This design comes from an exercise in tuning for small area on the open sky130 flow, not from production work. Only simulation tests tie the RTL to the original design; equivalence was not proved. No activity file was given, so power comes from the tool's default toggle rates.

// tiny_cache_vlog
module tiny_cache_vlog (
   input        clk,
   input  [7:0] cpu_address,
   input        cpu_rd,
   input        cpu_wr,
   input        reset,
   output       cpuwait,
   output [7:0] memory_address,
   output       memory_rd,
   output       memory_wr,
   input  [7:0] cpu_data_in,
   output [7:0] cpu_data_out,
   input  [7:0] memory_data_in,
   output [7:0] memory_data_out
);
==> flow/config.mk <==
export PLATFORM = sky130hd
export DESIGN_NAME = tiny_cache_vlog
export DESIGN_NICKNAME = tiny_cache_vlog
export VERILOG_FILES = /design/flow/design.v
export SDC_FILE = /design/flow/constraint.sdc
export NUM_CORES = 4
export LEC_CHECK = 0
export CAP_MARGIN = 20
export CORE_MARGIN = 2
export CORE_UTILIZATION = 40
export GPL_TIMING_DRIVEN = 0
export PLACE_DENSITY = 0.6
export SLEW_MARGIN = 20
==> flow/constraint.sdc <==
create_clock -name core_clock -period 6.0 [get_ports {clk}]
set_input_delay 1.2000 -clock core_clock [delete_from_list [all_inputs] [get_ports {clk}]]
set_output_delay 1.2000 -clock core_clock [all_outputs]
set_load 0.01 [all_outputs]
standard.sh (not shown) runs the stock make flow with config.mk's settings and CLKGATE_MAP_FILE= SYNTH_SCRIPT=/design/flow/synth_recipe.tcl, a recipe that flattens the netlist after the stock synthesis.
==> flow/flow/run.sh <==
#!/bin/bash
# Own layout flow: the standard flow (standard.sh) with
#  - an area-oriented ABC script for the combinational logic,
#  - buf_1 cells as the port buffers,
#  - clock tree synthesis without dummy loads, with clkbuf_8 buffers only.
# Each tool's full output stays in orfs/logs; make's own output goes to
# flow_make.log in the work folder.
set -euo pipefail
W=$(pwd)
export OWN_WORK=$W
export OWN_ABC_SCRIPT=$W/flow/abc_area.script
bash standard.sh \
  SYNTH_SCRIPT=$W/flow/synth.tcl \
  "BUFFER_PORTS_ARGS=-buffer_cell sky130_fd_sc_hd__buf_1" \
  "CTS_ARGS=-repair_clock_nets -dont_use_dummy_load -buf_list {sky130_fd_sc_hd__clkbuf_8}" \
  finish > $W/flow_make.log 2>&1
==> flow/flow/abc_area.script <==
&get -n
&st
&dch
&nf -R 1000
&put
==> flow/flow/synth.tcl <==
# The standard synthesis (synth_recipe.tcl in the work folder), with one
# change: the combinational mapping uses an area-recovering ABC script.
# Registers are mapped before this step, so their names and cells are the
# standard synthesis's.
proc abc {args} {
  set i [lsearch -exact $args -script]
  if {$i >= 0} { lset args [expr {$i + 1}] $::env(OWN_ABC_SCRIPT) }
  yosys abc {*}$args
}
source $::env(OWN_WORK)/synth_recipe.tcl
Edit:
--- a/flow/flow/run.sh
+++ b/flow/flow/run.sh
@@ -5 +5 @@
-#  - clock tree synthesis without dummy loads, with clkbuf_8 buffers only.
+#  - clock tree synthesis without dummy loads and with small clock buffers.
@@ -15 +15 @@
-  "CTS_ARGS=-repair_clock_nets -dont_use_dummy_load -buf_list {sky130_fd_sc_hd__clkbuf_8}" \
+  "CTS_ARGS=-sink_clustering_enable -repair_clock_nets -dont_use_dummy_load -buf_list {sky130_fd_sc_hd__clkbuf_2 sky130_fd_sc_hd__clkbuf_4 sky130_fd_sc_hd__clkbuf_8}" \
- GPL_TIMING_DRIVEN: 0 -> not set
=> Cell area grows by 0.72%. Clock-buffer cell count grows by 17. Synthesized cell count does not change. Hold slack is worse by 0.011 ns. Worst setup slack is better by 0.30 ns. Routed wire length grows by 2.9%. Die area is unchanged. Power grows by 14%. Area after synthesis stays the same. Sequential share of layout area shrinks by 0.49 points. Fmax grows by 5.4%.
Edit:
--- a/flow/flow/run.sh
+++ b/flow/flow/run.sh
@@ -5 +5 @@
-#  - clock tree synthesis without dummy loads and with small clock buffers.
+#  - clock tree synthesis without dummy loads, with clkbuf_8 buffers only.
@@ -15 +15 @@
-  "CTS_ARGS=-sink_clustering_enable -repair_clock_nets -dont_use_dummy_load -buf_list {sky130_fd_sc_hd__clkbuf_2 sky130_fd_sc_hd__clkbuf_4 sky130_fd_sc_hd__clkbuf_8}" \
+  "CTS_ARGS=-repair_clock_nets -dont_use_dummy_load -buf_list {sky130_fd_sc_hd__clkbuf_8}" \
- CAP_MARGIN: 20 -> 0
- CORE_UTILIZATION: 40 -> 65
- PLACE_DENSITY: 0.6 -> 0.75
- SLEW_MARGIN: 20 -> 0
Maximum frequency falls by about 3%.
Worst hold slack improves by 0.013 ns.
Routed wire length falls by about 9%.
Utilization rises by 27 points.
Sequential cell count is unchanged.
Setup slack degrades by 0.16 ns.
Clock power falls by about 34%.

## afterwards: timing with drivers on the ports
The results above use ideal ports. As a check the final layouts listed here were re-extracted and re-timed, cells and wires unchanged.
Step 1 (the two cells are an assumption about what drives the block):
set clk [get_ports {clk}]
set_driving_cell -lib_cell sky130_fd_sc_hd__clkbuf_16 $clk
set_driving_cell -lib_cell sky130_fd_sc_hd__buf_2 [delete_from_list [all_inputs] $clk]
Step 2 adds t to the input delays and takes it off the output delays; t is the mean of the earliest and latest rising clock arrival at the registers after step 1. Input paths then give back, and output paths get back, about the clock's delay inside the block.
Three values: ideal, step 1, step 2; two values: the first two.
run	t, ns	setup slack, ns	clock arrival spread, ns	worst register clock-pin slew, ns
the first run	0.481	0.223 / 0.202 / 0.202	0.020 / 0.020	0.09 / 0.09
the second run	0.535	0.521 / 0.499 / 0.499	0.046 / 0.046	0.06 / 0.06
the third run	0.492	0.359 / 0.336 / 0.336	0.033 / 0.033	0.09 / 0.09
After both steps every run listed still meets setup and hold. The setup slack of the third run, which loses most, moves by -0.023 ns with the drivers and by -0.023 ns with both steps.
